This design comes from an exercise in tuning for a short achievable clock period and few clock cycles on the open sky130 flow, not from production work.
The RTL was checked by simulation tests, not by an equivalence proof against the original design.
No activity file was given, so power comes from the tool's default toggle rates.

===== design.v =====
module ALU(Ain, Bin, ALUop, out, Z, V, N);
	input [15:0] Ain, Bin;
	input [1:0] ALUop;
	output [15:0] out;
	output Z;
	output V;
	output N;
	reg [15:0] out;
	reg Z, V, N;
always @(*) begin
case(ALUop)
	2'b00: out = Ain + Bin;  
	2'b01: out = Ain - Bin;  
	2'b10: out = Ain & Bin;  
	2'b11: out = ~(Bin);  
	default: out = 16'bxxxxxxxxxxxxxxxx;   
endcase
if(out == 0) begin  
	Z = 1;
	V = 0;
	N = 0;
end else if ( {~(Ain[15] && Bin[15]),(Ain[15] && Bin[15])} == 2'b01) begin  
	Z = 0;
	V = 1;
	N = 0;
end else if (out[15] == 1) begin  
	Z = 0;
	V = 0;
	N = 1;
end else begin 
	Z = 0;
	V = 0;
	N = 0;
end
end
endmodule 
module shifter(in, shift, sout);
	input [15:0] in; 
	input [1:0] shift; 
	output reg [15:0] sout;
always @(*) begin
case(shift)
2'b00: begin
sout = in; 
end
2'b01: begin
sout[0] = 0;
sout[1] = in[0];
sout[2] = in[1];
sout[3] = in[2];
sout[4] = in[3];
sout[5] = in[4];
sout[6] = in[5];
sout[7] = in[6];
sout[8] = in[7];
sout[9] = in[8];
sout[10] = in[9];
sout[11] = in[10];
sout[12] = in[11];
sout[13] = in[12];
sout[14] = in[13];
sout[15] = in[14];
end
2'b10: begin
sout[0] = in[1];
sout[1] = in[2];
sout[2] = in[3];
sout[3] = in[4];
sout[4] = in[5];
sout[5] = in[6];
sout[6] = in[7];
sout[7] = in[8];
sout[8] = in[9];
sout[9] = in[10];
sout[10] = in[11];
sout[11] = in[12];
sout[12] = in[13];
sout[13] = in[14];
sout[14] = in[15];
sout[15] = 0;
end
2'b11: begin
sout[0] = in[1];
sout[1] = in[2];
sout[2] = in[3];
sout[3] = in[4];
sout[4] = in[5];
sout[5] = in[6];
sout[6] = in[7];
sout[7] = in[8];
sout[8] = in[9];
sout[9] = in[10];
sout[10] = in[11];
sout[11] = in[12];
sout[12] = in[13];
sout[13] = in[14];
sout[14] = in[15];
sout[15] = in[15];
end
default: sout = 16'bxxxxxxxxxxxxxxxx;  
endcase
end 
endmodule 
module regfile(data_in,writenum,write,readnum,clk,data_out);
	input [15:0] data_in;
	input [2:0] writenum, readnum;
	input write;
	input clk;
	output [15:0] data_out;
	wire [7:0] topdecoderoutput;
	wire [7:0] bottomdecoderoutput;
	wire [15:0] R0;
	wire [15:0] R1;
	wire [15:0] R2;
	wire [15:0] R3;
	wire [15:0] R4;
	wire [15:0] R5;
	wire [15:0] R6;
	wire [15:0] R7;
decoder #(3,8) topinstance(writenum, topdecoderoutput);
vDFFE #(16) regzero(clk, (topdecoderoutput[0] && write), data_in, R0);
vDFFE #(16) regone(clk, (topdecoderoutput[1] && write), data_in, R1);
vDFFE #(16) regtwo(clk, (topdecoderoutput[2] && write), data_in, R2);
vDFFE #(16) regthree(clk, (topdecoderoutput[3] && write), data_in, R3);
vDFFE #(16) regfour(clk, (topdecoderoutput[4] && write), data_in, R4);
vDFFE #(16) regfive(clk, (topdecoderoutput[5] && write), data_in, R5);
vDFFE #(16) regsix(clk, (topdecoderoutput[6] && write), data_in, R6);
vDFFE #(16) regseven(clk, (topdecoderoutput[7] && write), data_in, R7);
decoder #(3,8) bottominstance(readnum, bottomdecoderoutput);
Mux8a #(16) bottommux(R7,R6,R5,R4,R3,R2,R1,R0, bottomdecoderoutput, data_out);
endmodule 
module decoder(a,b);
 parameter n = 2;
 parameter m = 4;
 input [n-1:0] a;
 output [m-1:0] b;
 wire [m-1:0] b = 1 << a;
endmodule
module Mux8a(regseven,regsix,regfive,regfour,regthree,regtwo,regone,regzero, decoderoutput, data_out);
	parameter k = 1;
	input [k-1:0] regseven,regsix,regfive,regfour,regthree,regtwo,regone,regzero;
	input [7:0] decoderoutput;
	output [k-1:0] data_out;
	reg [k-1:0] data_out;
always @(*) begin
	case(decoderoutput)
		8'b00000001: data_out = regzero;
		8'b00000010: data_out = regone;
		8'b00000100: data_out = regtwo;
		8'b00001000: data_out = regthree;
		8'b00010000: data_out = regfour;
		8'b00100000: data_out = regfive;
		8'b01000000: data_out = regsix;
		8'b10000000: data_out = regseven;
		default: data_out = {k{1'bx}};
	endcase
end
endmodule 
module vDFFE(clk, load, in, storedval);
	parameter n = 1;
	input clk, load;
	input [n-1:0] in;
	output [n-1:0] storedval;
	reg [n-1:0] storedval;
	wire [n-1:0] next_out;
	assign next_out = load ? in : storedval;
	always @(posedge clk)
	storedval <= next_out;
endmodule 
module datapath (clk,  
                readnum,
                vsel,
                loada,
                loadb,
                shift,
                asel,
                bsel,
                ALUop,
                loadc,
                loads,
                writenum,
                write,  
                Zout, Vout, Nout,
                C,
		mdata,
		sximm8,
		sximm5,
		PC
             );				 
	input [3:0] vsel;  
	input [15:0] mdata;				 
	input [15:0] sximm8;  
	input [8:0] PC;					 
	wire [15:0] data_in;
	input [15:0] sximm5;  
	input [2:0]  writenum;	 
	input write;
	input clk;
	input [2:0] readnum;
	wire [15:0] data_out;
	input loada;  
	wire [15:0] outa;
	input loadb;  
	wire [15:0] outb; 
	input [1:0] shift;  
	wire [15:0] sout; 		
	input bsel;  
	wire [15:0] Bin; 
	input asel;  
	wire [15:0] Ain;		 
	input [1:0] ALUop;  
	wire [15:0] out;
	wire Z, V, N;
	input loadc;  
	output [15:0] C; 
	input loads;  
	output Zout, Vout, Nout;
modifiedmux #(16) muxnine(mdata, sximm8, {7'b0, PC}, C, vsel, data_in);  
regfile REGFILE(data_in, writenum, write, readnum, clk, data_out);  
vDFFEx #(16) rlea(clk, loada, data_out, outa);  
Mux3a #(16) muxsix(16'b0, outa, asel, Ain);  
vDFFEx #(16) rleb(clk, loadb, data_out, outb);  
shifter shifterinstance(outb, shift, sout);  
Mux3a #(16) muxseven(sximm5, sout, bsel, Bin);  
ALU aluinstance(Ain, Bin, ALUop, out, Z, V, N);  
vDFFEx #(16) rlec(clk, loadc, out, C);  
modifiedvDFFEx status(clk, loads, Z, V, N, Zout, Vout, Nout);	   
endmodule 
module vDFFEx(clk, load, in, out);		 
	parameter n = 1;
	input clk, load;
	input [n-1:0] in;
	output [n-1:0] out;
	reg [n-1:0] out;
	wire [n-1:0] next_out;
	assign next_out = load ? in : out;
	always @(posedge clk)
	out <= next_out;
endmodule 
module Mux3a(a, b, selector, out);		 
	parameter k = 1;
	input [k-1:0] a, b;
	input selector;
	output [k-1:0] out;
	reg [k-1:0] out;
always @(*) begin				 
	case(selector)
		1'b1: out = a;
		1'b0: out = b;
		default: out = {k{1'bx}};
	endcase
end
endmodule 
module modifiedmux(a, b, c, d, selector, out);		 
	parameter k = 1;
	input [k-1:0] a, b, c, d;
	input [3:0] selector;
	output [k-1:0] out;
	reg [k-1:0] out;
always @(*) begin				 
	case(selector)
		4'b1000: out = a;
		4'b0100: out = b;
		4'b0010: out = c;
		4'b0001: out = d;
		default: out = {k{1'b0}};
	endcase
end
endmodule 
module modifiedvDFFEx(clk, load, Z, V, N, Zout, Vout, Nout);		 
	input clk, load, Z, V, N;
	output Zout;
	output Vout;
	output Nout;
	reg Zout, Vout, Nout;
	wire next_outz, next_outv, next_outn;
	assign next_outz = load ? Z: Zout;  
	assign next_outv = load ? V: Vout;  
	assign next_outn = load ? N: Nout;  
	always @(posedge clk) begin
		Zout <= next_outz;  
		Vout <= next_outv;
		Nout <= next_outn;
	end
endmodule 
module instructiondecoder (outtid, nsel, opcode, op, writenum, readnum, sximm5, sximm8,  ALUop, shift, cond, sxim8);
input [15:0] outtid;	 
input [2:0] nsel;
output [2:0] opcode;	 
output [1:0] op;
output reg [2:0] cond;
wire [2:0] Rm;			
wire [2:0] Rd;
wire [2:0] Rn;
wire [2:0] out;
output [2:0] writenum;
output [2:0] readnum;
output [8:0] sxim8;
reg [7:0] im8;
wire [7:0] imm8;
wire [4:0] imm5;
output [15:0] sximm8; 	 
output [15:0] sximm5; 	 
output [1:0] ALUop;		  
output reg [1:0] shift;		 
assign opcode = outtid[15:13];			  
assign op = outtid[12:11];
assign Rm = outtid[2:0];
assign Rd = outtid[7:5];
assign Rn = outtid[10:8];
always @(*) begin					 
if(opcode == 3'b100 && op == 2'b00) begin
	shift = 2'b00;		  
	cond = 3'b111;
	im8=8'b0;
end 
else if(opcode==3'b001 && op == 2'b00) begin	 
shift=2'b00;
cond = outtid[10:8];
im8 = outtid[7:0];
end
else if(opcode==3'b010 && op==2'b11) begin  
shift = 2'b00;
cond = 3'b101;  
im8 = outtid[7:0];
end
else if(opcode==3'b010 && op==2'b00) begin  
shift = 2'b00;
cond = 3'b110;
im8 = 8'b0;
end
else if(opcode == 3'b010 && op==2'b10) begin  
shift = 2'b00;
cond = 3'b111;
im8 = 8'b0;
end 
else begin 
	shift = outtid[4:3];   
	cond = 3'b111;
	im8 = 8'b0;
end
end
assign imm8 = outtid[7:0];
assign imm5 = outtid[4:0];
modifiedmuxid #(3) modifiedmuxinstance(Rn, Rd, Rm, nsel, out);		 
assign readnum = out;
assign writenum = out;
assign sximm5 = {{(16-5+1){imm5[5-1]}},imm5[3:0]};  
assign sximm8 = {{(16-8+1){imm8[8-1]}},imm8[6:0]};  
assign sxim8 = {{(9-8+1){im8[7]}},im8[6:0]};	 
assign ALUop = outtid[12:11];
endmodule
module modifiedmuxid(a, b, c, selector, out);		 
	parameter k = 1;
	input [k-1:0] a, b, c;
	input [2:0] selector;
	output [k-1:0] out;
	reg [k-1:0] out;
always @(*) begin				 
	case(selector)
		3'b100: out = a;
		3'b010: out = b;
		3'b001: out = c;
		default: out = {k{1'b0}};
	endcase
end
endmodule 
module statemachine(opcode, op, reset, clk,
nsel,
vsel,
write, 
loada,
loadb,
bsel,
asel,
loadc,
loads,
load_ir,
load_pc,
reset_pc,
addr_sel,
m_cmd,
load_addr,
halt_state_output,stage2
);
	output reg load_pc;		 
	output reg reset_pc;
	output reg [1:0] m_cmd;		 
	output reg addr_sel;		 
	output reg load_ir;		 
	output reg load_addr;		 
	output reg stage2;
	input [2:0] opcode;  
	input [1:0] op; 
	input reset;
	input clk;
	reg [5:0] present_state;
	reg [5:0] next_state;
	output reg halt_state_output;		 
	output reg [2:0] nsel;	
	output reg [3:0] vsel;  
	output reg write;
	output reg loada;  
	output reg loadb;  
	output reg bsel;  
	output reg asel;  
	output reg loadc;  
	output reg loads;  
always @(*) begin
if(reset == 1) begin			 
	next_state = 6'b100000;
end else begin
	case(present_state)		 
	6'b100000: next_state = 6'b100001;	 
	6'b100001: next_state = 6'b100010;	 
	6'b100010: next_state = 6'b100011;
	6'b100011: next_state = 6'b100100;
	6'b100100: 					 
		if(opcode == 3'b101 && op == 2'b00) begin
			next_state = 6'b110101				 ;
		end else if(opcode == 3'b101 && op == 2'b01) begin
			next_state = 6'b100101			 ;
		end else if(opcode == 3'b101 && op == 2'b10) begin
			next_state = 6'b101101			 ; 
		end else if(opcode == 3'b101 && op == 2'b11) begin
			next_state = 6'b110010				 ;
		end
			else if(opcode == 3'b110 && op == 2'b10) begin
			next_state = 6'b101000		 ;
		end else if (opcode == 3'b110 && op == 2'b00) begin
			next_state = 6'b101010			 ;
		end 
		else if (opcode == 3'b011 && op == 2'b00) begin		 
			next_state = 6'b111001				 ;
		end else if (opcode == 3'b100 && op == 2'b00) begin
			next_state = 6'b111111;
		end 
		else if(opcode == 3'b001 && op ==2'b00)begin 
			next_state = 6'b100001;
		end
		else if(opcode==3'b010 && op==2'b11) begin  
			next_state = 6'b000010;
		end
		else if(opcode==3'b010 && op==2'b00) begin
			next_state = 6'b000001;	 
		end 
		else begin 
			next_state = 6'b010101;
		end
	6'b110101				 : next_state = 6'b110110;		 
	6'b110110: next_state = 6'b110111;
	6'b110111: next_state = 6'b111000;
	6'b111000: next_state = 6'b100001;
	6'b100101			 : next_state = 6'b100110;		 
	6'b100110: next_state = 6'b100111;
	6'b100111: next_state = 6'b100001;
	6'b101000		 : next_state = 6'b100001;
	6'b101010			 : next_state = 6'b101011;
	6'b101011: next_state = 6'b101100;
	6'b101100: next_state = 6'b100001;
  	6'b101101			 : next_state = 6'b101110;
 	6'b101110: next_state =6'b110000;
  	6'b110000: next_state = 6'b110001;
  	6'b110001: next_state = 6'b100001; 
  	6'b110010				 : next_state = 6'b110011;
  	6'b110011: next_state = 6'b110100; 
  	6'b110100: next_state = 6'b100001;
	6'b111001				 : next_state = 6'b111010;	 
	6'b111010: next_state = 6'b111011;
	6'b111011: next_state = 6'b111100;
	6'b111100: next_state = 6'b111101;
	6'b111101: next_state = 6'b111110;
	6'b111110: next_state = 6'b001100;
	6'b001100: next_state = 6'b100001;
	6'b111111: next_state = 6'b010000; 	 
	6'b010000: next_state = 6'b010001;
	6'b010001: next_state = 6'b010010;
	6'b010010: next_state = 6'b010011;
	6'b010011: next_state = 6'b010100;
	6'b010100: next_state = 6'b100001;
	6'b000010:next_state=6'b100001;
	6'b000001:next_state=6'b000000;
	6'b000000:next_state = 6'b000011;
	6'b000011:next_state = 6'b100001;
 	6'b010101: next_state = 6'b010101; 	  
	default: next_state = 6'b100000; 
	endcase
end
end
always @(posedge clk)
	present_state <= next_state;
always @(*) begin
	case(present_state)				  
		6'b100000: begin				 				
	nsel = 0;
	vsel = 0;
	loada = 0;
        loadb = 0;	
        asel = 0;
        bsel = 0;
        loadc = 0;
        loads = 0;
        write = 0; 
	halt_state_output = 0;
	stage2 = 1'b0;
	reset_pc = 1;	  
	load_pc = 1;
	load_ir = 0;
	m_cmd = 2'b00;
	addr_sel = 1;
	load_addr = 0;
end
		6'b100001: begin		
	load_ir = 0;
	load_pc = 0;
	reset_pc = 0;
	addr_sel  = 1;  
	m_cmd = 2'b01;		 
	addr_sel = 1;
	load_addr = 0;
	nsel = 0;
	vsel = 0;
	loada = 0;
        loadb = 0;	
        asel = 0;
        bsel = 0;
        loadc = 0;
        loads = 0;
        write = 0; 
	halt_state_output = 0;
	stage2 = 1'b0;
end
		6'b100010: begin
	load_ir = 1;		 
	load_pc = 0;
	reset_pc = 0;
	m_cmd = 2'b01;		 
	addr_sel = 1;
	load_addr = 0;
	nsel = 0;
	vsel = 0;
	loada = 0;
        loadb = 0;	
        asel = 0;
        bsel = 0;
        loadc = 0;
        loads = 0;
        write = 0; 
	halt_state_output = 0;
	stage2 = 1'b0;
end
		6'b100011: begin
	load_ir = 0;		 
	load_pc = 1;
	reset_pc = 0;
	m_cmd = 2'b00;		 
	addr_sel = 0;
	load_addr = 0;
	nsel = 0;
	vsel = 0;
	loada = 0;
        loadb = 0;	
        asel = 0;
        bsel = 0;
        loadc = 0;
        loads = 0;
        write = 0; 
	halt_state_output = 0;
stage2 = 1'b0;
end
		6'b100100: begin			 
				nsel = 0;
				vsel = 0;
				loada = 0;
        			loadb = 0;	
        			asel = 1;
        			bsel = 1;
        			loadc = 0;
        			loads = 0;
        			write = 0; 
				stage2 = 1'b0;
				reset_pc = 0;
				load_pc  = 0;
				m_cmd = 2'b00;
				addr_sel = 0;
				load_ir = 0;
				load_addr = 0;
				halt_state_output = 0;
end
		6'b100101			 : begin		 
			nsel = 3'b001;
			vsel = 0;
			loada = 0;
       			loadb = 1;	
        		asel = 1;
        		bsel = 1;
        		loadc = 0;
        		loads = 0;
        		write = 0; 
			halt_state_output = 0;
			reset_pc = 0;
			load_pc  = 0;
			m_cmd = 2'b00;
			addr_sel = 0;
			load_ir = 0;
			load_addr = 0;
			stage2 = 1'b0;
			end	
		6'b100110: begin      
		stage2 = 1'b0;		
		nsel = 3'b100;
		vsel = 0;
		loada = 1;
        	loadb = 0;	
        	asel = 1;
        	bsel = 1;
        	loadc = 0;
        	loads = 0;
        	write = 0; 
		halt_state_output = 0;
				reset_pc = 0;
				load_pc  = 0;
				m_cmd = 2'b00;
				addr_sel = 0;
				load_ir = 0;
				load_addr = 0;
		end
		6'b100111: begin		 
		stage2 = 1'b0;
		nsel = 3'b100;
		vsel = 0;
		loada = 0;
        	loadb = 0;	
        	asel = 0;
        	bsel = 0;
        	loadc = 0;				
        	loads = 1;
        	write = 0; 
		halt_state_output = 0;
				reset_pc = 0;
				load_pc  = 0;
				m_cmd = 2'b00;
				addr_sel = 0;
				load_ir = 0;
				load_addr = 0;
	end 
	6'b101101			 : begin			 
		stage2 = 1'b0;
		nsel = 3'b001;
		vsel = 0;
		loada = 0;
        	loadb = 1;	
        	asel = 1;
        	bsel = 1;
        	loadc = 0;
        	loads = 0;
        	write = 0; 
		halt_state_output = 0;
				reset_pc = 0;
				load_pc  = 0;
				m_cmd = 2'b00;
				addr_sel = 0;
				load_ir = 0;
				load_addr = 0;
   end
		6'b101110: begin	 
      stage2 = 1'b0;
      nsel = 3'b100;
			vsel = 0;
			loada = 1;
      loadb = 0;	
      asel = 1;
      bsel = 1;
      loadc = 0;
      loads = 0;
      write = 0; 
			halt_state_output = 0;
				reset_pc = 0;
				load_pc  = 0;
				m_cmd = 2'b00;
				addr_sel = 0;
				load_ir = 0;
				load_addr = 0;
    end
      6'b110000: begin		 
      stage2 = 1'b0;
      nsel = 0;
	vsel = 0;
	loada = 0;
      loadb = 0;	
      asel = 0;
      bsel = 0;
      loadc = 1;
      loads = 0;
      write = 0; 
			halt_state_output = 0;
				reset_pc = 0;
				load_pc  = 0;
				m_cmd = 2'b00;
				addr_sel = 0;
				load_ir = 0;
				load_addr = 0;
      end
    	6'b110001: begin	 
        stage2 = 1'b0;
      nsel = 3'b010;
			vsel = 4'b0001;
			loada = 0;
      loadb = 0;	
      asel = 1;
      bsel = 1;
      loadc = 0;
      loads = 0;
      write = 1; 
			halt_state_output = 0;
				reset_pc = 0;
				load_pc  = 0;
				m_cmd = 2'b00;
				addr_sel = 0;
				load_ir = 0;
				load_addr = 0;
      end
    6'b110010				 : begin  
      stage2 = 1'b0;
      nsel = 3'b001;
			vsel = 0;
			loada = 0;
      loadb = 1;	
      asel = 1;
      bsel = 1;
      loadc = 0;
      loads = 0;
      write = 0; 
			halt_state_output = 0;
				reset_pc = 0;
				load_pc  = 0;
				m_cmd = 2'b00;
				addr_sel = 0;
				load_ir = 0;
				load_addr = 0;
    end
    6'b110011: begin	 
      stage2 = 1'b0;
      nsel = 3'b001;
			vsel = 0;
			loada = 0;
      loadb = 0;	
      asel = 1;
      bsel = 0;
      loadc = 1;
      loads = 0;
      write = 0; 
			halt_state_output = 0;
				reset_pc = 0;
				load_pc  = 0;
				m_cmd = 2'b00;
				addr_sel = 0;
				load_ir = 0;
				load_addr = 0;
      end
        6'b110100: begin	 
      stage2 = 1'b0;
      nsel = 3'b010;
			vsel = 4'b0001;
			loada = 0;
      loadb = 0;	
      asel = 1;
      bsel = 1;
      loadc = 0;
      loads = 0;
      write = 1; 
			halt_state_output = 0;
				reset_pc = 0;
				load_pc  = 0;
				m_cmd = 2'b00;
				addr_sel = 0;
				load_ir = 0;
				load_addr = 0;
    end
	6'b101000		 : begin	 
      stage2 = 1'b0;
      nsel = 3'b100;
			vsel = 4'b0100;
			loada = 0;
      			loadb = 0;	
      			asel = 1;
      			bsel = 0;
      loadc = 1;
      loads = 0;
      write = 1; 
			halt_state_output = 0;
				reset_pc = 0;
				load_pc  = 0;
				m_cmd = 2'b00;
				addr_sel = 0;
				load_ir = 0;
				load_addr = 0;
	end
	6'b101010			 : begin		 
      stage2 = 1'b0;
      nsel = 3'b001;
			vsel = 0;
			loada = 0;
      			loadb = 1;	
      			asel = 1;
      			bsel = 1;
      loadc = 0;
      loads = 0;
      write = 0; 
			halt_state_output = 0;
				load_pc = 0;
				reset_pc = 0;
				m_cmd = 2'b00;
				addr_sel = 0;
				load_ir = 0;
				load_addr = 0;
	end
	6'b101011: begin	 
      stage2 = 1'b0;
           nsel = 3'b001;
		vsel = 0;
		loada = 0;
      		loadb = 0;	
      		asel = 1;
      		bsel = 0;
      loadc = 1;
      loads = 0;
      write = 0; 
			halt_state_output = 0;
				reset_pc = 0;
				load_pc  = 0;
				m_cmd = 2'b00;
				addr_sel = 0;
				load_ir = 0;
				load_addr = 0;	
				reset_pc = 0;
				m_cmd = 2'b00;
				load_addr = 0;
	end
	6'b101100: begin	 
      stage2 = 1'b0;
      nsel = 3'b010;
			vsel = 4'b0001;
			loada = 0;
      			loadb = 0;	
      			asel = 1;
      			bsel = 1;
      loadc = 0;
      loads = 0;
      write = 1; 
		halt_state_output = 0;
				reset_pc = 0;
				load_pc  = 0;
				addr_sel  = 0;
				m_cmd = 2'b00;
				addr_sel = 0;
				load_ir = 0;
				load_addr = 0;
	end
	6'b110101				 : begin		 
stage2 = 1'b0;
                nsel = 3'b100;
		vsel = 0;
                loada = 1;
                loadb = 0;	
                asel = 1;
                bsel = 1;
                loadc = 0;
                loads = 0;
halt_state_output = 0;
                write = 0; 
		reset_pc = 0;
		load_pc  = 0;
		addr_sel  = 0;
		m_cmd = 2'b00;
		addr_sel = 0;
		load_ir = 0;
		load_addr = 0;
	end
	6'b110110: begin		 
stage2 = 1'b0;
		halt_state_output = 0;
		nsel = 3'b001;
		vsel = 0;
                loada = 0;
                loadb = 1;	
                asel = 1;
                bsel = 1;
                loadc = 0;
                loads = 0;
                write = 0; 
				reset_pc = 0;
				load_pc  = 0;
				addr_sel  = 0;
				m_cmd = 2'b00;
				addr_sel = 0;
				load_ir = 0;
				load_addr = 0;
	end 
	6'b110111:	begin	 
	stage2 = 1'b0;
		halt_state_output = 0;
		nsel = 0;
		vsel = 0;
                loada = 0;
                loadb = 0;	
                asel = 0;
                bsel = 0;
                loadc = 1;
                loads = 0;
                write = 0; 
				reset_pc = 0;
				load_pc  = 0;
				addr_sel  = 0;
				m_cmd = 2'b00;
				addr_sel = 0;
				load_ir = 0;
				load_addr = 0;
	end
	6'b111000: 	begin		 
halt_state_output = 0;
		nsel = 3'b010;
		vsel = 4'b0001;
                loada = 0;
                loadb = 0;	
		stage2 = 1'b0;
                asel = 1;
                bsel = 1;
                loadc = 0;
                loads = 0;
                write = 1; 
				reset_pc = 0;
				load_pc  = 0;
				addr_sel  = 0;
				m_cmd = 2'b00;
				addr_sel = 0;
				load_ir = 0;
				load_addr = 0;
	end
6'b111001				 : begin		 
	reset_pc = 0;	
	load_pc  = 0;
	m_cmd = 2'b00;
	addr_sel = 1;
	load_ir = 0;
	load_addr = 0;
	nsel = 3'b100;  
	vsel = 0;
	loada = 1;  
    	loadb = 0;	
    	asel = 1;
    	bsel = 1;
    	loadc = 0;
    	loads = 0;
    	write = 0; 	  
halt_state_output = 0;
stage2 = 1'b0;
end
6'b111010: begin
	reset_pc = 0;
	load_pc  = 0;
	m_cmd = 2'b00;
	addr_sel = 1;
	load_ir = 0;
	load_addr = 0;
	nsel = 3'b100;  
	vsel = 0;
	loada = 0;
    	loadb = 0;	
    	asel = 0;
    	bsel = 1;
    	loadc = 1;  
    	loads = 0;
    	write = 0; 
	halt_state_output = 0;
stage2 = 1'b0;
end	
6'b111011:  begin
	reset_pc = 0;
	load_pc  = 0;
	m_cmd = 2'b00;
	addr_sel = 1;
	load_ir = 0;
	load_addr = 1;  
	nsel = 3'b100;  
	vsel = 0;
	loada = 0;
    	loadb = 0;	
    	asel = 1;
    	bsel = 1;
    	loadc = 0;
    	loads = 0;
    	write = 0; 
halt_state_output = 0;
stage2 = 1'b0;
end	
6'b111100: begin
	reset_pc = 0;
	load_pc  = 0;
	m_cmd = 2'b01;	 
	addr_sel = 0;  
	load_ir = 0;
	load_addr = 0;  
	nsel = 3'b100;  
	vsel = 0;
stage2 = 1'b0;
	loada = 0;
    	loadb = 0;	
    	asel = 1;
    	bsel = 1;
    	loadc = 0;
    	loads = 0;
    	write = 0; 
	halt_state_output = 0;
end	
6'b111101: begin			 
	reset_pc = 0;		 
	load_pc  = 0;
	m_cmd = 2'b01;
	addr_sel = 0;  
	load_ir = 0;
stage2 = 1'b0;
	load_addr = 0;  
	nsel = 3'b100;  
	vsel = 0;
	loada = 0;
    	loadb = 0;	
    	asel = 1;
    	bsel = 1;
    	loadc = 0;
    	loads = 0;
    	write = 0; 
	halt_state_output = 0;
end	
6'b111110: begin
	reset_pc = 0;
	load_pc  = 0;
stage2 = 1'b0;
	m_cmd = 2'b01;
	addr_sel = 0;  
	load_ir = 0;
	load_addr = 0;  
	nsel = 3'b010;  
	vsel = 4'b1000;  
	loada = 0;
    	loadb = 0;	
    	asel = 1;
    	bsel = 1;
   	loadc = 0;
    	loads = 0;
    	write = 1; 
halt_state_output = 0;
end	
6'b001100: begin
	reset_pc = 0;
	load_pc  = 0;
	m_cmd = 2'b01;
stage2 = 1'b0;
	addr_sel = 0;  
	load_ir = 0;
	load_addr = 0;  
	nsel = 3'b010;  
	vsel = 4'b1000;  
	loada = 0;
    	loadb = 0;	
    	asel = 1;
    	bsel = 1;
   	loadc = 0;
    	loads = 0;
    	write = 1; 
	halt_state_output = 0;
end	
6'b111111: begin			  
	reset_pc = 0;
	load_pc  = 0;
stage2 = 1'b0;
	m_cmd = 2'b00;
	addr_sel = 0;
	load_ir = 0;
	load_addr = 0;
	nsel = 3'b100;  
	vsel = 0;
	loada = 1;  
    	loadb = 0;	
    	asel = 1;
    	bsel = 1;
    	loadc = 0;
    	loads = 0;
    	write = 0; 
halt_state_output = 0;
end	
6'b010000: begin
	reset_pc = 0;
	load_pc  = 0;
	m_cmd = 2'b00;
	addr_sel = 0;
stage2 = 1'b0;
	load_ir = 0;
	load_addr = 0;
	nsel = 3'b100;  
	vsel = 0;
	loada = 0;  
    	loadb = 0;	
    	asel = 0;
    	bsel = 1;
    	loadc = 1;
    	loads = 0;
    	write = 0; 
halt_state_output = 0;
end	
6'b010001: begin
	reset_pc = 0;
	load_pc  = 0;
	m_cmd = 2'b00;
	addr_sel = 0;
	load_ir = 0;
stage2 = 1'b0;
	load_addr = 1;
	nsel = 3'b100;  
	vsel = 0;
	loada = 0;  
    	loadb = 0;	
    	asel = 1;
    	bsel = 1;
    	loadc = 0;
    	loads = 0;
halt_state_output = 0;
    	write = 0; 
end	
6'b010010: begin  
	reset_pc = 0;
	load_pc  = 0; 
	m_cmd = 2'b00;
stage2 = 1'b0;
	addr_sel = 0;
	load_ir = 0;
	load_addr = 0;
	nsel = 3'b010;  
	vsel = 0;
	loada = 0;  
    	loadb = 1;	 
    	asel = 1;	 
    	bsel = 1;
    	loadc = 0;
    	loads = 0;
    	write = 0; 
halt_state_output = 0;
end	
6'b010011: begin
	reset_pc = 0;
	load_pc  = 0;
	m_cmd = 2'b00;
stage2 = 1'b0;
	addr_sel = 0;
	load_ir = 0;
	load_addr = 0;
	nsel = 3'b010;  
	vsel = 0;
	loada = 0;  
    	loadb = 0;	
    	asel = 1;
    	bsel = 0;
    	loadc = 1;	 
    	loads = 0;	
    	write = 0; 
halt_state_output = 0;
end	
6'b010100: begin
	reset_pc = 0;
	load_pc  = 0;
	m_cmd = 2'b10;	 
	addr_sel = 0;
	load_ir = 0;
stage2 = 1'b0;
	load_addr = 0;
	nsel = 3'b010;  
	vsel = 0;
	loada = 1;  
    	loadb = 0;	
    	asel = 1;
    	bsel = 1;
    	loadc = 0;
    	loads = 0;
    	write = 0; 
	halt_state_output = 0;
end	
	6'b010101: begin		 
	halt_state_output = 1;
	reset_pc = 1;		 
	load_pc  = 0;
	m_cmd = 2'b00;  
	addr_sel = 0;  
	load_ir = 0;
stage2 = 1'b0;
	load_addr = 0;  
	nsel = 3'b010;  
	vsel = 0;  
	loada = 0;
    	loadb = 0;	
    	asel = 1;
    	bsel = 1;
    	loadc = 0;
    	loads = 0;
    	write = 0; 
	end	
6'b000010: begin
	nsel = 3'b100;  
	vsel = 4'b0010;
stage2 = 1'b0;
	loada = 0;
        loadb = 0;	
        asel = 0;
        bsel = 0;
        loadc = 0;
        loads = 0;
        write = 1; 
	halt_state_output = 0;
	reset_pc = 0;	 
	load_pc = 0;
	load_ir = 1;
	m_cmd = 2'b00;
	addr_sel = 1;
	load_addr = 0;
	end
6'b000001: begin		 
	nsel = 3'b010;
	vsel = 4'b0000;
	loada = 0;
	loadb = 1;
	asel = 1;
	bsel = 1;
	loadc = 0;
	loads = 0;
	write = 0;
	halt_state_output = 0;
	stage2 = 1'b0;
	reset_pc = 0;
	load_pc = 0;
	load_ir = 0;
	m_cmd = 2'b00;
	addr_sel = 0;
	load_addr = 0;
	end
6'b000000: begin		 
	nsel = 3'b000;
	vsel = 4'b0000;
	loada = 0;
	loadb = 0;
	asel = 1;
	bsel = 0;
	loadc = 1;
	loads = 0;
	write = 0;
	halt_state_output = 0;
	stage2 = 1'b0;
	reset_pc = 0;
	load_pc = 0;
	load_ir = 0;
	m_cmd = 2'b00;
	addr_sel = 0;
	load_addr = 0;
	end
6'b000011: begin		 
	nsel = 3'b000;
	vsel = 4'b0000;
	loada = 0;
	loadb = 0;
	asel = 1;
	bsel = 1;
	loadc = 0;
	loads = 0;
	write = 0;
	halt_state_output = 0;
	stage2 = 1'b0;
	reset_pc = 0;
	load_pc = 1;
	load_ir = 0;
	m_cmd = 2'b00;
	addr_sel = 0;
	load_addr = 0;
	end
default: begin
	nsel = 3'b000;
	vsel = 4'b0000;
	loada = 0;
	loadb = 0;
	asel = 0;
	bsel = 0;
	loadc = 0;
	loads = 0;
	write = 0;
	halt_state_output = 0;
	stage2 = 1'b0;
	reset_pc = 0;
	load_pc = 0;
	load_ir = 0;
	m_cmd = 2'b00;
	addr_sel = 0;
	load_addr = 0;
	end
endcase
end
endmodule
module cpu(clk, reset, read_data, datapath_out, N, V, Z, mem_addr, m_cmd, write_data,halt_state_output);
input clk, reset;
input [15:0] read_data;
output [15:0] datapath_out;
output N,V,Z; 
output [8:0] mem_addr;
output halt_state_output;
wire [15:0] outtid;  
wire [2:0] nsel;
wire [2:0] opcode;
wire [1:0] op;
wire [2:0] cond;
wire [2:0] writenum;
wire [2:0] readnum;
wire [15:0] sximm8;  
wire [15:0] sximm5;  
wire [8:0] sxim8; 
wire [1:0] ALUop; 
	wire [3:0] vsel;  
	wire [15:0] mdata;
	wire [8:0] PCin;
	wire write;
	wire loada;  
	wire loadb;  
	wire [1:0] shift;  
	wire bsel;  
	wire asel;  
	wire loadc;  
	wire loads;  
wire load_ir, load_pc, reset_pc, addr_sel, load_addr;
output [1:0] m_cmd;
wire [8:0] in1;
assign in1 = 9'b0;	  
wire [8:0] PC;
wire [8:0] next_pc;
output [15:0] write_data;
wire [8:0] dataaddout;
wire [8:0] counterout;
wire [8:0] dataout_PC;
wire stage2;
vDFFE #(16) instructionregisterinstantiation(clk, load_ir, read_data, outtid);  
instructiondecoder instructiondecoderinstantiation(outtid, nsel, opcode, op, writenum, readnum, sximm5, sximm8,  ALUop, shift,cond,sxim8); 
statemachine FSM(opcode, op, reset, clk,
nsel,
vsel,
write, 
loada,
loadb,
bsel,
asel,
loadc,
loads,
load_ir,
load_pc,
reset_pc,
addr_sel,
m_cmd,
load_addr,
halt_state_output,
stage2
);
datapath DP(clk,  
                readnum,
                vsel,
                loada,
                loadb,
                shift,
                asel,
                bsel,
                ALUop,
                loadc,
                loads,
                writenum,
                write,  
                Z, V, N,
                datapath_out,
		mdata,
		sximm8,
		sximm5,
		PCin-9'd2
             );
Counter PC_counter(PC, counterout, Z, N, V, sxim8, cond,stage2,datapath_out);   
Mux3a #(9) PCmux(in1, counterout, reset_pc, next_pc); 	
vDFFE #(9) PCinstance(clk, load_pc, next_pc, PC);  
vDFFE #(9) DataAddressinstance(clk, load_addr, write_data[8:0], dataaddout);	 
Mux3a #(9) PCDataAddressmuxinstance(PC, dataaddout, addr_sel, mem_addr);	   
assign PCin = PC;	 
assign write_data = datapath_out;   
assign mdata = read_data;
endmodule 
module Counter(in, out, Z, N, V, sxim8, cond,stage2,datapath_out);	 
input [8:0] in;
input Z,V,N;
input [8:0]sxim8;
input [2:0]cond;
input stage2;
input [15:0] datapath_out;
output reg [8:0] out;		 
always @(*) begin		  
case(cond) 
	3'b000:begin
		out=in+9'd1+sxim8;	 
	end
	3'b001:begin			 
		if(Z==1)
			out=in+9'd1+sxim8;	
		else 
			out=in+9'd1;
	end
	3'b010:begin			 
		if(Z==0)
			out=in+9'd1+sxim8;
		else 
			out=in+9'd1;
	end
	3'b011:begin 			 
		if(N!=V)
			out=in+9'd1+sxim8;
		else 
			out=in+9'd1;
	end
	3'b100:begin			 
		if(N!=V || Z==1)
			out=in+9'd1+sxim8;
		else 
			out=in+9'd1;
	end
	3'b101:begin
		out=in+9'd1+sxim8;
		end
	3'b110: begin
		out = datapath_out[8:0];
		end
	default:out=in+9'd1;
endcase
end
endmodule

===== run.sh =====
#!/bin/bash
# synth_recipe.tcl (not shown) runs the flow's synth.tcl, then flattens the netlist and writes it again
# the make line also repeats each setting of config.mk as NAME=value (left out here)
make -C /OpenROAD-flow-scripts/flow DESIGN_CONFIG=/design/flow/config.mk WORK_HOME=/design/flow/orfs CLKGATE_MAP_FILE= SYNTH_SCRIPT=/design/flow/synth_recipe.tcl finish

===== config.mk =====
export PLATFORM = sky130hd
export DESIGN_NAME = cpu
export DESIGN_NICKNAME = cpu
export VERILOG_FILES = /design/flow/design.v
export SDC_FILE = /design/flow/constraint.sdc
export NUM_CORES = 4
export LEC_CHECK = 0
export CAP_MARGIN = 20
export CORE_MARGIN = 2
export CORE_UTILIZATION = 40
export SLEW_MARGIN = 20

===== constraint.sdc =====
create_clock -name core_clock -period 6.0 [get_ports {clk}]
set_input_delay 1.2000 -clock core_clock [delete_from_list [all_inputs] [get_ports {clk}]]
set_output_delay 1.2000 -clock core_clock [all_outputs]
set_load 0.01 [all_outputs]

==> results.txt <==
## timing repair
| action | 4_1_cts | 5_1_grt |
|---|---|---|
| endpoints found under the setup margin | 0 | 2 |
| resized for setup | 0 | 6 |
| hold buffers | 0 | 0 |
## per-stage QoR
stage                     hold slack (ns)    util  total power [uW]  instance area, um2  setup WS, ns
after floorplan                    0.4738       -              5282               13680        0.3374
after global placement             0.5431  0.4392              6421               14760        0.4644
after detailed placement           0.5487  0.4394              6449               14770        0.3003
after CTS                          0.5677  0.4635              7991               15580        0.2840
after global routing               0.5674  0.4645              8555               15620      0.005900
final                              0.5713  0.4645              8024               15620        0.4096
## path summary, 6_finish.rpt
path	startpoint	endpoint	depth (start not counted)
hold / removal	DP.status.load	DP.status.Vout	0
setup reg to reg	instructionregisterinstantiation.storedval[14]	DP.status.Vout	23
setup / recovery	instructionregisterinstantiation.storedval[14]	DP.status.Vout	23
hold reg to reg	DP.status.load	DP.status.Vout	0
## layout make-up
class,instances,area (um2),area share
Inverter,47,176.4,0.01130
Timing Repair Buffer,107,963.4,0.06170
Tap cell,448,560.5,0.03590
Clock buffer,41,749.5,0.04800
Clock inverter,9,60.06,0.003846
Sequential cell,241,6957,0.4455
Multi-Input combinational cell,962,6148,0.3937
## worst max-delay path: cells and delay by family (launching register included)
family,cells,cell delay [ns]
simple gates,6,1.45
xor+xnor,2,0.26
fa+ha+maj,2,0.64
buf+inv,2,0.37
compound gates,11,2.24
flops,1,0.38
## power breakdown
part           internal [uW]  switching, uW
clock network            865            663
registers               2210            402
logic                   1620           2260
total                   4700           3330
## state kept, by name, indices dropped and copies added, names as in the netlist, 16 cells and up
name,flops
DP.REGFILE.regfive.storedval,16
DP.REGFILE.regfour.storedval,16
DP.REGFILE.regone.storedval,16
DP.REGFILE.regseven.storedval,16
DP.REGFILE.regsix.storedval,16
DP.REGFILE.regthree.storedval,16
DP.REGFILE.regtwo.storedval,16
DP.REGFILE.regzero.storedval,16
DP.rlea.out,16
DP.rleb.out,16
DP.rlec.out,16
instructionregisterinstantiation.storedval,16
## metal layers
layer  track usage  wire length, um  share of wire  vias to the layer above
met1        0.2989            17070           0.44                     5148
li1              -                -              -                     5062
met5             0                0              0                        -
met2        0.3532            18280           0.47                      402
met4       0.04898              753          0.019                        0
met3       0.02261             2693          0.069                       50
## cell families after synthesis
logic type               after synthesis
AO/OA/AOI/OAI                        383
XOR/XNOR                              53
adder cells (fa/ha/maj)               44
buffers and inverters                137
flip-flops                           241
multiplexers                          24
AND/OR/NAND/NOR                      458
## layout by cell type, fill, tap and decap left out, types with 33 or more instances in the layout
cell	netlist	layout
o21ai_0	79	77
edfxtp_1	213	213
ha_1	42	41
nand3_1	37	37
nor2_1	84	84
a21oi_1	101	98
inv_1	45	45
buf_4	16	43
xnor2_1	34	33
clkdlybuf4s50_1	0	64
nand2_1	182	182
==> impl_results.md <==
- Post-layout minimum cycle time: 5.590 ns
- Largest net degree at the start of global routing: 40
- CP Launch Type: register
- Setup violations, final: 0
- HPWL Detailed: 28.00 mm
- Tcrit/Tclk final: 0.9317
- Syn Nets: 1402
- Post-Synthesis Cells: 1340
- Max-slew violation count: 0
- CTS sink cnt: 241
- Die extent in x: about 190 um
- GRT Overall Usage: 0.2125
- Die area: 35700 um2
- Final net count: 1448
- Top-count cell post-synth: edfxtp_1
- Fill cell count: ~3100
- Global-route wire length before repair: 59.23 mm
- Worst setup EP type: register
- CTS tree: built
- RSZ-0062 raised after global routing: false
- Internal reg-to-reg setup slack: 0.41 ns
- CP peak stage delay: just under 0.6 ns
- Status: complete, no violations
- FP Rows: 67
- DRC viols: 0
- Clk pin slew, worst setup/hold paths: approximately 0.06 ns
- Synthesis-to-finish area growth: 14.12%
- Initial drt markers: between 900 and 1000
- Warnings from Yosys: 14
- Non-Filler Instances: 1855
- VDD IR max: 0.2512 mV
- Sequential-to-total area share from yosys stat: 0.5084
- Vias in the first global route: around 9900
- Routed wire per std cell: 20.92 um
- Worst-skew pair later-pin latency: approximately 0.56 ns
- Crit-path cells: nand2b_1, or3_1, a21oi_1, nor3_1, inv_1, ha_2, buf_4, a211oi_1, a221oi_1, a211oi_4, nand2_1, o21ai_0, xor2_1, ha_1, a21oi_1, o22ai_1, a211o_1, a21oi_1, xnor2_1, nor2_1, a31oi_1, or4_1, o41a_1
- Die H: around 190 um
- Layout cell share with drive strength beyond 1: 0.09026
- Initial cell density of the core: 0.4070
- Setup bufs post-CTS: 0
- Worst slew margin: 0.3279
- Leak pwr: 0.005696 uW
- Synth unique cells: 89
- Vias: 10660
- TNS Setup: 0 ns
- Num CTS Buffers: 27
- Final GP Congestion: a little under 1
- Hold Vio Cnt, Final: 0
- Yosys reg bits: 241
- Fraction of the mapped netlist area in simple logic gates: 0.1611
- Critical path's slowest cell: or4_1
- Max cap viols: 0
- Area of the core: 33620 um2
- Antenna cells: 0
- Max Clock Skew: around 0.019 ns
- Worst-margin pin slew: 1.000 ns
- Largest area contributor in the netlist: edfxtp_1
- Pwr/cell area: between 500 and 600 nW/um2
- Adder-Cell Fraction of Synth Area: 0.04133
- Max clock buf depth: 3
- Antenna violations before repair: 1
- Primary FF master, synth: edfxtp_1
- Cell Area, Synth: between 10000 and 15000 um2
- Pre-Repair DR Iteration Count: 5
- Critical path class: reg -> reg
- Placed instance count: about 1800
- Largest family of logic cells by synthesized area: compound AO/OA/AOI/OAI gates
- Max frequency: 178.9 MHz
- Mapped Avg Cell Area: 10.21 um2
- Ports: 65
- CP Data Required Time: 6.30 ns
- CP most frequent cell: a21oi_1
- Arrival time at the worst endpoint: 5.89 ns
- Synth Area in Compound Gates: 0.1870
- Multiplexer share of the synthesized area: 0.01875
- Top-area cell type share of the netlist area: 0.4674
- Async SR Flop Fraction: 0
- Port buffer count: 64
- Post-Route WL: 38.80 mm
- Number of synthesized flops with an enable pin: 213
- CTS root buffer: clkbuf_16
- Post-Synth XOR/XNOR Area: 0.03392
- ANT nets after route: 0
- HP Class: reg -> reg
- Critical Path Fanout Max: 20
- Ranking of synthesized cells by area: edfxtp_1, nand2_1, dfxtp_1, ha_1, a21oi_1
- Commonest cells post-synth: edfxtp_1, nand2_1, a21oi_1
- Vias per inst: 5.748
- Clock H-tree levels: 1
- Gr ovfl total: 0
Testbench counts, summed over its fixed seeds: cycles 242,615.

==> what the ideal ports hide <==
The results above use ideal ports. As a check the final layout listed here was re-extracted and re-timed, cells and wires unchanged. Step 1, drivers: a clkbuf_16 drives clk and a buf_2 each remaining input, both assumed. Step 2 adds t to the input delays and takes it off the output delays; t is the mean of the earliest and latest rising clock arrival at the registers after step 1. Input paths then give back, and output paths get back, about the clock's delay inside the block. Slacks: no drivers / after step 1 / after step 2; pairs: no drivers / after step 1.
t (ns): 0.601
setup WS [ns]: 0.410 / 0.410 / 0.410
clock arrival spread, ns: 0.018 / 0.019
After both steps setup and hold are still met in this run. For this run, drivers alone change the setup slack by 0.000 ns; drivers and shift together by 0.000 ns.
